Source: an optimization exercise on an open RTL-to-GDS flow (aim: small area, a short achievable clock period and few clock cycles per item). Production flows keep margins and buffers that such runs may drop. No activity file was given, so power comes from the tool's default toggle rates.

==> run a <==
==> flow/design.v <==
module lt8 (
	input  wire [7:0] a,
	input  wire [7:0] b,
	output wire       lt
);
	wire [7:0] g = ~a & b;           
	wire [7:0] n = ~a | b;           
	wire [8:0] c;
	assign c[0] = 1'b0;
	genvar i;
	generate
	for (i = 0; i < 8; i++) begin : ch
		assign c[i+1] = g[i] | (n[i] & c[i]);
	end
	endgenerate
	assign lt = c[8];
endmodule
module minmax4 (
	input  wire [7:0] v0,
	input  wire [7:0] v1,
	input  wire [7:0] v2,
	input  wire [7:0] v3,
	output wire [7:0] mn,
	output wire [7:0] mx
);
	wire x01, x02, x03, x12, x13, x23;
	lt8 c01 (.a(v1), .b(v0), .lt(x01));
	lt8 c02 (.a(v2), .b(v0), .lt(x02));
	lt8 c03 (.a(v3), .b(v0), .lt(x03));
	lt8 c12 (.a(v2), .b(v1), .lt(x12));
	lt8 c13 (.a(v3), .b(v1), .lt(x13));
	lt8 c23 (.a(v3), .b(v2), .lt(x23));
	wire n0 = !x01 && !x02 && !x03;
	wire n1 =  x01 && !x12 && !x13;
	wire n2 =  x02 &&  x12 && !x23;
	wire n3 =  x03 &&  x13 &&  x23;
	wire m0 =  x01 &&  x02 &&  x03;
	wire m1 = !x01 &&  x12 &&  x13;
	wire m2 = !x02 && !x12 &&  x23;
	wire m3 = !x03 && !x13 && !x23;
	assign mn = ({8{n0}} & v0) | ({8{n1}} & v1) | ({8{n2}} & v2) | ({8{n3}} & v3);
	assign mx = ({8{m0}} & v0) | ({8{m1}} & v1) | ({8{m2}} & v2) | ({8{m3}} & v3);
endmodule
module custom_master_slave #(
	parameter MASTER_ADDRESSWIDTH = 28,
	parameter DATAWIDTH = 32
)
(
	input  logic clk,
	input  logic reset_n,
	input  logic [2:0] filter_sel,
	output logic [MASTER_ADDRESSWIDTH-1:0] master_address,
	output logic [DATAWIDTH-1:0] master_writedata,
	output logic master_write,
	output logic master_read,
	input  logic [DATAWIDTH-1:0] master_readdata,
	input  logic master_readdatavalid,
	input  logic master_waitrequest
);
localparam int D = 4;                  
localparam int PW = 2;                 
localparam logic [19:0] IN_BASE  = 20'd307200;    
localparam logic [19:0] W_EDGE0  = 20'd641;       
logic running, inv, edge_m;
logic [19:0] maddr;                    
logic [23:0] wdata;
assign master_address   = {1'b1, 5'b00000, maddr, 2'b00};
assign master_writedata = {8'h00, wdata};
logic [19:0] raddr;
logic [1:0]  rj;                       
logic [9:0]  rc;                       
logic [8:0]  rr;                       
logic        rdone;
logic [PW:0] cnt;                      
logic [19:0] waddr;
logic        wj;
logic [9:0]  wc;
logic [1:0]  aj;
logic [9:0]  ac;
logic [23:0] dl [0:10];                
logic        v0, v1;
logic [23:0] fmem [0:D-1];
logic [PW-1:0] fwp, frp;
logic [PW:0] fcnt;
logic go, want_w, r_prod, r_last, rd_ok, do_w, do_r;
assign go     = !(master_read || master_write) || !master_waitrequest;
assign want_w = (fcnt != '0);
assign r_prod = inv || (rj[1] && (rc[9:1] != 9'd0));
assign r_last = (rc == 10'd639) && (inv ? (rr == 9'd479) : (rr == 9'd238 && rj == 2'd3));
assign rd_ok  = running && !rdone && (!r_prod || cnt < D);
assign do_w   = go && want_w;
assign do_r   = go && !want_w && rd_ok;
logic [19:0] rinc, winc;
always_comb begin
	if (inv)               rinc = 20'd1;
	else if (rj != 2'd3)   rinc = 20'd640;
	else if (rc != 10'd639) rinc = -20'd1919;
	else                   rinc = -20'd1279;
	if (inv)               winc = 20'd1;
	else if (!wj)          winc = 20'd640;
	else if (wc != 10'd638) winc = -20'd639;
	else                   winc = 20'd3;
end
always_ff @(posedge clk) begin
	if (!reset_n) begin
		running <= 1'b0;
		inv     <= 1'b0;
		edge_m  <= 1'b0;
		master_read  <= 1'b0;
		master_write <= 1'b0;
		raddr <= IN_BASE;
		waddr <= W_EDGE0;
		rj <= 2'd0; rc <= 10'd0; rr <= 9'd0;
		rdone <= 1'b0;
		cnt <= '0;
		wj <= 1'b0; wc <= 10'd1;
		frp <= '0;
	end else begin
		if (!running) begin
			if (filter_sel != 3'b000) begin
				running <= 1'b1;
				edge_m  <= filter_sel[0];
				inv     <= !filter_sel[0] && !filter_sel[2];
				if (!filter_sel[0] && !filter_sel[2]) waddr <= 20'd0;
			end
		end
		if (go) begin
			master_write <= want_w;
			master_read  <= !want_w && rd_ok;
		end
		if (do_w) begin
			maddr <= waddr;
			wdata <= fmem[frp];
			frp   <= (frp == PW'(D-1)) ? '0 : frp + 1'b1;
			waddr <= waddr + winc;
			wj    <= !wj;
			if (wj) wc <= (wc == 10'd638) ? 10'd1 : wc + 10'd1;
		end
		if (do_r) begin
			maddr <= raddr;
			raddr <= raddr + rinc;
			if (inv) begin
				if (rc == 10'd639) begin rc <= 10'd0; rr <= rr + 9'd1; end
				else rc <= rc + 10'd1;
			end else begin
				rj <= rj + 2'd1;
				if (rj == 2'd3) begin
					if (rc == 10'd639) begin rc <= 10'd0; rr <= rr + 9'd1; end
					else rc <= rc + 10'd1;
				end
			end
			if (r_last) rdone <= 1'b1;
		end
		cnt <= cnt + (PW+1)'(do_r && r_prod) - (PW+1)'(do_w);
	end
end
always_ff @(posedge clk) begin
	if (!reset_n) begin
		aj <= 2'd0; ac <= 10'd0;
		v0 <= 1'b0; v1 <= 1'b0;
	end else begin
		v0 <= master_readdatavalid && (inv || (aj[1] && (ac[9:1] != 9'd0)));
		v1 <= v0;
		if (master_readdatavalid) begin
			aj <= aj + 2'd1;
			if (aj == 2'd3) ac <= (ac == 10'd639) ? 10'd0 : ac + 10'd1;
		end
	end
end
always_ff @(posedge clk) begin
	if (master_readdatavalid) begin
		dl[0] <= master_readdata[31:8];
		for (int i = 1; i < 11; i++) dl[i] <= dl[i-1];
	end
end
logic [7:0]  cq  [0:2];               
logic [7:0]  la  [0:2];               
logic [7:0]  lb  [0:2];               
logic [7:0]  ha  [0:2];               
logic [7:0]  hb  [0:2];               
logic [9:0]  sq  [0:2];               
genvar L;
generate
for (L = 0; L < 3; L++) begin : lane
	wire [7:0] c = dl[5][8*L+7:8*L];
	wire [7:0] lo_a, hi_a, lo_b, hi_b;
	minmax4 ga (.v0(dl[10][8*L+7:8*L]), .v1(dl[6][8*L+7:8*L]), .v2(dl[2][8*L+7:8*L]), .v3(dl[9][8*L+7:8*L]),
	            .mn(lo_a), .mx(hi_a));
	minmax4 gb (.v0(dl[1][8*L+7:8*L]), .v1(dl[8][8*L+7:8*L]), .v2(dl[4][8*L+7:8*L]), .v3(dl[0][8*L+7:8*L]),
	            .mn(lo_b), .mx(hi_b));
	always_ff @(posedge clk) begin
		cq[L] <= inv ? dl[0][8*L+7:8*L] : c;
		la[L] <= lo_a;
		lb[L] <= lo_b;
		ha[L] <= hi_a;
		hb[L] <= hi_b;
		sq[L] <= {2'b00, dl[6][8*L+7:8*L]} + {2'b00, dl[4][8*L+7:8*L]}
		       + {2'b00, dl[9][8*L+7:8*L]} + {2'b00, dl[1][8*L+7:8*L]};
	end
end
endgenerate
logic [23:0] res, e_w, s_w, i_w;
generate
for (L = 0; L < 3; L++) begin : fin
	wire [10:0] t = {1'b0, cq[L], 2'b00} - {1'b0, sq[L]};
	assign e_w[8*L+7:8*L] = t[10] ? 8'h00 : (t[9] || t[8]) ? 8'hFF : t[7:0];
	wire p, q, cla, clb, hac, hbc;
	lt8 u0 (.a(lb[L]), .b(la[L]), .lt(p));      
	lt8 u1 (.a(ha[L]), .b(hb[L]), .lt(q));      
	lt8 u2 (.a(cq[L]), .b(la[L]), .lt(cla));
	lt8 u3 (.a(cq[L]), .b(lb[L]), .lt(clb));
	lt8 u4 (.a(ha[L]), .b(cq[L]), .lt(hac));
	lt8 u5 (.a(hb[L]), .b(cq[L]), .lt(hbc));
	wire above = hac && hbc;                    
	wire below = cla && clb;                    
	assign s_w[23-8*L:16-8*L] = ({8{above &&  q}} & hb[L]) | ({8{above && !q}} & ha[L])
	                          | ({8{below &&  p}} & lb[L]) | ({8{below && !p}} & la[L])
	                          | ({8{!above && !below}} & cq[L]);
	assign i_w[23-8*L:16-8*L] = ~cq[L];
end
endgenerate
assign res = inv ? i_w : edge_m ? e_w : s_w;
always_ff @(posedge clk) begin
	if (v1) fmem[fwp] <= res;
end
always_ff @(posedge clk) begin
	if (!reset_n) begin
		fwp  <= '0;
		fcnt <= '0;
	end else begin
		if (v1) fwp <= (fwp == PW'(D-1)) ? '0 : fwp + 1'b1;
		fcnt <= fcnt + (PW+1)'(v1) - (PW+1)'(do_w);
	end
end
endmodule
==> flow/run.sh <==
#!/bin/bash
# synth_recipe.tcl (not shown) runs the flow's synth.tcl, then flattens the netlist and writes it again
# the make line also repeats each setting of config.mk as NAME=value (left out here)
make -C /OpenROAD-flow-scripts/flow DESIGN_CONFIG=/design/flow/config.mk WORK_HOME=/design/flow/orfs CLKGATE_MAP_FILE= SYNTH_SCRIPT=/design/flow/synth_recipe.tcl finish
==> flow/config.mk <==
export PLATFORM = sky130hd
export DESIGN_NAME = custom_master_slave
export DESIGN_NICKNAME = custom_master_slave
export VERILOG_FILES = /design/flow/design.v
export SDC_FILE = /design/flow/constraint.sdc
export NUM_CORES = 4
export LEC_CHECK = 0
export ABC_CLOCK_PERIOD_IN_PS = 3000
export CAP_MARGIN = 20
export CORE_MARGIN = 2
export CORE_UTILIZATION = 40
export PLACE_DENSITY = 0.6
export SETUP_SLACK_MARGIN = 5
export SLEW_MARGIN = 20
==> flow/constraint.sdc <==
create_clock -name core_clock -period 8.0 [get_ports {clk}]
set_input_delay 1.6000 -clock core_clock [delete_from_list [all_inputs] [get_ports {clk}]]
set_output_delay 1.6000 -clock core_clock [all_outputs]
set_load 0.01 [all_outputs]
==> run b (differences from run a) <==
==> flow/design.v, changed modules only <==
module custom_master_slave #(
	parameter MASTER_ADDRESSWIDTH = 28,
	parameter DATAWIDTH = 32
)
(
	input  logic clk,
	input  logic reset_n,
	input  logic [2:0] filter_sel,
	output logic [MASTER_ADDRESSWIDTH-1:0] master_address,
	output logic [DATAWIDTH-1:0] master_writedata,
	output logic master_write,
	output logic master_read,
	input  logic [DATAWIDTH-1:0] master_readdata,
	input  logic master_readdatavalid,
	input  logic master_waitrequest
);
localparam int D  = 5;                 
localparam int PW = 3;                 
localparam int H  = 6;                 
localparam int K  = H - 2;             
localparam int NS = (478 + K - 1) / K;               
localparam int LK = 478 - K * (NS - 1);              
localparam int SW = (NS > 127) ? 8 : 7;              
localparam logic [19:0] IN_BASE = 20'd307200;     
localparam logic [19:0] W_EDGE0 = 20'd641;        
logic running, inv, edge_m;
logic [19:0] maddr;                    
logic [23:0] wdata;
assign master_address   = {1'b1, 5'b00000, maddr, 2'b00};
assign master_writedata = {8'h00, wdata};
logic [19:0] raddr;
logic [2:0]  rj;                       
logic [9:0]  rc;                       
logic [8:0]  rr;                       
logic        rdone;
logic [PW:0] cnt;                      
logic [19:0] waddr;
logic [1:0]  wj;                       
logic [9:0]  wc;                       
logic [SW-1:0] ws;                       
logic [2:0]  aj;
logic [9:0]  ac;
logic [SW-1:0] as_;
logic [23:0] dl [0:2*H+2];             
logic        v0, v1;
logic [23:0] fmem [0:D-1];
logic [PW-1:0] fwp, frp;
logic [PW:0] fcnt;
logic go, want_w, r_prod, r_last, rd_ok, do_w, do_r;
logic r_jend, r_cend, w_jend, w_cend, w_lastst;
logic r_jend_q, r_cend_q, w_jend_q, w_cend_q, w_last_q;
assign r_jend   = r_jend_q;
assign r_cend   = r_cend_q;
assign w_lastst = w_last_q;
assign w_jend   = w_jend_q;
assign w_cend   = w_cend_q;
assign go     = !(master_read || master_write) || !master_waitrequest;
assign want_w = (fcnt != '0);
assign r_prod = inv || (rj >= 3'd2 && rc >= 10'd2 && !(rr == 9'(NS-1) && rj >= 3'(2+LK)));
assign r_last = r_cend && (inv ? (rr == 9'd479) : (rr == 9'(NS-1) && r_jend));
assign rd_ok  = running && !rdone && (!r_prod || cnt < D);
assign do_w   = go && want_w;
assign do_r   = go && !want_w && rd_ok;
logic [19:0] rinc, winc;
always_comb begin
	if (inv)               rinc = 20'd1;
	else if (!r_jend)      rinc = 20'd640;
	else if (!r_cend)      rinc = 20'd1 - 20'(640*(H-1));
	else                   rinc = -20'd1279;
	if (inv)               winc = 20'd1;
	else if (!w_jend)      winc = 20'd640;
	else if (!w_cend)      winc = w_lastst ? 20'd1 - 20'(640*(LK-1)) : 20'd1 - 20'(640*(K-1));
	else                   winc = 20'd3;
end
always_ff @(posedge clk) begin
	if (!reset_n) begin
		running <= 1'b0;
		inv     <= 1'b0;
		edge_m  <= 1'b0;
		master_read  <= 1'b0;
		master_write <= 1'b0;
		raddr <= IN_BASE;
		waddr <= W_EDGE0;
		rj <= 3'd0; rc <= 10'd0; rr <= 9'd0;
		rdone <= 1'b0;
		cnt <= '0;
		wj <= 2'd0; wc <= 10'd1; ws <= '0;
		r_jend_q <= 1'b0; r_cend_q <= 1'b0;
		w_jend_q <= 1'b0; w_cend_q <= 1'b0; w_last_q <= 1'b0;
		frp <= '0;
	end else begin
		if (!running) begin
			if (filter_sel != 3'b000) begin
				running <= 1'b1;
				edge_m  <= filter_sel[0];
				inv     <= !filter_sel[0] && !filter_sel[2];
				if (!filter_sel[0] && !filter_sel[2]) waddr <= 20'd0;
			end
		end
		if (go) begin
			master_write <= want_w;
			master_read  <= !want_w && rd_ok;
		end
		if (do_w) begin
			maddr <= waddr;
			wdata <= fmem[frp];
			frp   <= (frp == PW'(D-1)) ? '0 : frp + 1'b1;
			waddr <= waddr + winc;
			if (!w_jend) begin
				wj <= wj + 2'd1;
				w_jend_q <= (int'(wj) == (w_last_q ? LK : K) - 2);
			end else begin
				wj <= 2'd0;
				if (w_cend) begin
					wc <= 10'd1;
					w_cend_q <= 1'b0;
					ws <= ws + 1'b1;
					w_last_q <= (ws == SW'(NS-2));
					w_jend_q <= (ws == SW'(NS-2)) && (LK == 1);
				end else begin
					wc <= wc + 10'd1;
					w_cend_q <= (wc == 10'd637);
					w_jend_q <= w_last_q && (LK == 1);
				end
			end
		end
		if (do_r) begin
			maddr <= raddr;
			raddr <= raddr + rinc;
			if (inv || r_jend) begin
				rj <= 3'd0;
				r_jend_q <= 1'b0;
				if (r_cend) begin
					rc <= 10'd0;
					r_cend_q <= 1'b0;
					rr <= rr + 9'd1;
				end else begin
					rc <= rc + 10'd1;
					r_cend_q <= (rc == 10'd638);
				end
			end else begin
				rj <= rj + 3'd1;
				r_jend_q <= (rj == 3'(H-2));
			end
			if (r_last) rdone <= 1'b1;
		end
		cnt <= cnt + (PW+1)'(do_r && r_prod) - (PW+1)'(do_w);
	end
end
always_ff @(posedge clk) begin
	if (!reset_n) begin
		aj <= 3'd0; ac <= 10'd0; as_ <= '0;
		v0 <= 1'b0; v1 <= 1'b0;
	end else begin
		v0 <= master_readdatavalid && !inv && aj >= 3'd2 && ac >= 10'd2 && !(as_ == SW'(NS-1) && aj >= 3'(2+LK));
		v1 <= v0;
		if (master_readdatavalid) begin
			if (aj == 3'(H-1)) begin
				aj <= 3'd0;
				if (ac == 10'd639) begin ac <= 10'd0; as_ <= as_ + 1'b1; end
				else ac <= ac + 10'd1;
			end else aj <= aj + 3'd1;
		end
	end
end
always_ff @(posedge clk) begin
	if (master_readdatavalid) begin
		dl[0] <= master_readdata[31:8];
		for (int i = 1; i <= 2*H+2; i++) dl[i] <= dl[i-1];
	end
end
logic [7:0]  cq  [0:2];               
logic [7:0]  la  [0:2];               
logic [7:0]  lb  [0:2];               
logic [7:0]  ha  [0:2];               
logic [7:0]  hb  [0:2];               
genvar L;
generate
for (L = 0; L < 3; L++) begin : lane
	wire [7:0] c = dl[H+1][8*L+7:8*L];
	wire [7:0] lo_a, hi_a, lo_b, hi_b;
	minmax4 ga (.v0(dl[2*H+2][8*L+7:8*L]), .v1(dl[H+2][8*L+7:8*L]), .v2(dl[2][8*L+7:8*L]), .v3(dl[2*H+1][8*L+7:8*L]),
	            .mn(lo_a), .mx(hi_a));
	minmax4 gb (.v0(dl[1][8*L+7:8*L]), .v1(dl[2*H][8*L+7:8*L]), .v2(dl[H][8*L+7:8*L]), .v3(dl[0][8*L+7:8*L]),
	            .mn(lo_b), .mx(hi_b));
	wire [10:0] t = {1'b0, c, 2'b00} - {3'b000, dl[H+2][8*L+7:8*L]} - {3'b000, dl[H][8*L+7:8*L]}
	              - {3'b000, dl[2*H+1][8*L+7:8*L]} - {3'b000, dl[1][8*L+7:8*L]};
	always_ff @(posedge clk) begin
		cq[L] <= c;
		la[L] <= edge_m ? t[7:0] : lo_a;
		lb[L] <= edge_m ? {5'b00000, t[10:8]} : lo_b;
		ha[L] <= hi_a;
		hb[L] <= hi_b;
	end
end
endgenerate
logic [23:0] res, e_w, s_w;
generate
for (L = 0; L < 3; L++) begin : fin
	assign e_w[8*L+7:8*L] = lb[L][2] ? 8'h00 : (lb[L][1] || lb[L][0]) ? 8'hFF : la[L];
	wire p, q, cla, clb, hac, hbc;
	lt8 u0 (.a(lb[L]), .b(la[L]), .lt(p));      
	lt8 u1 (.a(ha[L]), .b(hb[L]), .lt(q));      
	lt8 u2 (.a(cq[L]), .b(la[L]), .lt(cla));
	lt8 u3 (.a(cq[L]), .b(lb[L]), .lt(clb));
	lt8 u4 (.a(ha[L]), .b(cq[L]), .lt(hac));
	lt8 u5 (.a(hb[L]), .b(cq[L]), .lt(hbc));
	wire above = hac && hbc;                    
	wire below = cla && clb;                    
	assign s_w[23-8*L:16-8*L] = ({8{above &&  q}} & hb[L]) | ({8{above && !q}} & ha[L])
	                          | ({8{below &&  p}} & lb[L]) | ({8{below && !p}} & la[L])
	                          | ({8{!above && !below}} & cq[L]);
end
endgenerate
assign res = edge_m ? e_w : s_w;
logic        push;
logic [23:0] pdata;
assign push  = inv ? master_readdatavalid : v1;
assign pdata = inv ? ~{master_readdata[15:8], master_readdata[23:16], master_readdata[31:24]} : res;
always_ff @(posedge clk) begin
	if (push) fmem[fwp] <= pdata;
end
always_ff @(posedge clk) begin
	if (!reset_n) begin
		fwp  <= '0;
		fcnt <= '0;
	end else begin
		if (push) fwp <= (fwp == PW'(D-1)) ? '0 : fwp + 1'b1;
		fcnt <= fcnt + (PW+1)'(push) - (PW+1)'(do_w);
	end
end
endmodule
==> run c (differences from run a) <==
--- a/flow/config.mk
+++ b/flow/config.mk
@@ -6,9 +6,9 @@
 export NUM_CORES = 4
 export LEC_CHECK = 0
-export ABC_CLOCK_PERIOD_IN_PS = 3000
+export ABC_CLOCK_PERIOD_IN_PS = 3500
 export CAP_MARGIN = 20
 export CORE_MARGIN = 2
 export CORE_UTILIZATION = 40
 export PLACE_DENSITY = 0.6
-export SETUP_SLACK_MARGIN = 5
+export SETUP_SLACK_MARGIN = 4
 export SLEW_MARGIN = 20
==> comparison table <==
metric	run a	run b	run c
Capture endpoint of the worst hold path	dl[8][5]	dl[4][21]	dl[8][15]
Result of the run	finished clean	finished clean	finished clean
Relative contribution of combinational cells to total power	33.3%	29.0%	28.8%
Buffer and inverter count on the worst path	2	2	4
Worst endpoint data arrival time	3.68 ns	4.07 ns	4.24 ns
Met3 track utilization from global routing	2.82%	3.08%	2.44%
RSZ-0062 raised after global routing	true	true	false
Fin Hold WS	0.400 ns	0.409 ns	0.403 ns
Endpoint of the most critical register-to-register path	waddr[16]	lb[0][1]	fmem[0][19]
Startpoint-to-endpoint class of the critical path	reg2reg	reg2reg	in2reg
Origin of the worst min-delay path	dl[7][5]	dl[3][21]	dl[7][15]
Leakage power	16.9 nW	17.6 nW	15.4 nW
Row cnt	109	115	109
Die area	91200 µm²	101000 µm²	91200 µm²
Power drawn by the sequential cells	4.56 mW	5.29 mW	4.58 mW
EDFF count, synth	404	524	404
Die width	302 µm	318 µm	302 µm
Function was not checked in any run of this note: the RTL went through the layout flow alone.

## static timing again, ports no longer ideal
The flow's constraints put no driver on any port. The routed layouts listed below were extracted and timed again, unchanged, in two steps.
Step 1: set_driving_cell puts a clkbuf_16 on clk and a buf_2 on each other input, an assumption about the parent block.
Step 2 moves the port delays by t, midway between the first and last clock arrival at a register: inputs arrive t later, outputs are due t later. That takes back most of the time a late clock gives input paths.
Three values: no drivers, after step 1, after step 2; two values: the first two.
| run | t, ns | setup slack, ns | clock arrival spread, ns | slew at the worst register clock pin (ns) |
|---|---|---|---|---|
| run a | 0.696 | 4.812 / 4.812 / 4.398 | 0.019 / 0.019 | 0.06 / 0.06 |
| run b | 0.719 | 4.452 / 4.452 / 4.155 | 0.034 / 0.034 | 0.07 / 0.07 |
| run c | 0.697 | 4.267 / 4.282 / 3.605 | 0.031 / 0.031 | 0.07 / 0.07 |
After both steps setup and hold are still met in every run listed. The setup slack of run c, which loses most, moves by +0.015 ns with the drivers and by -0.662 ns with both steps.
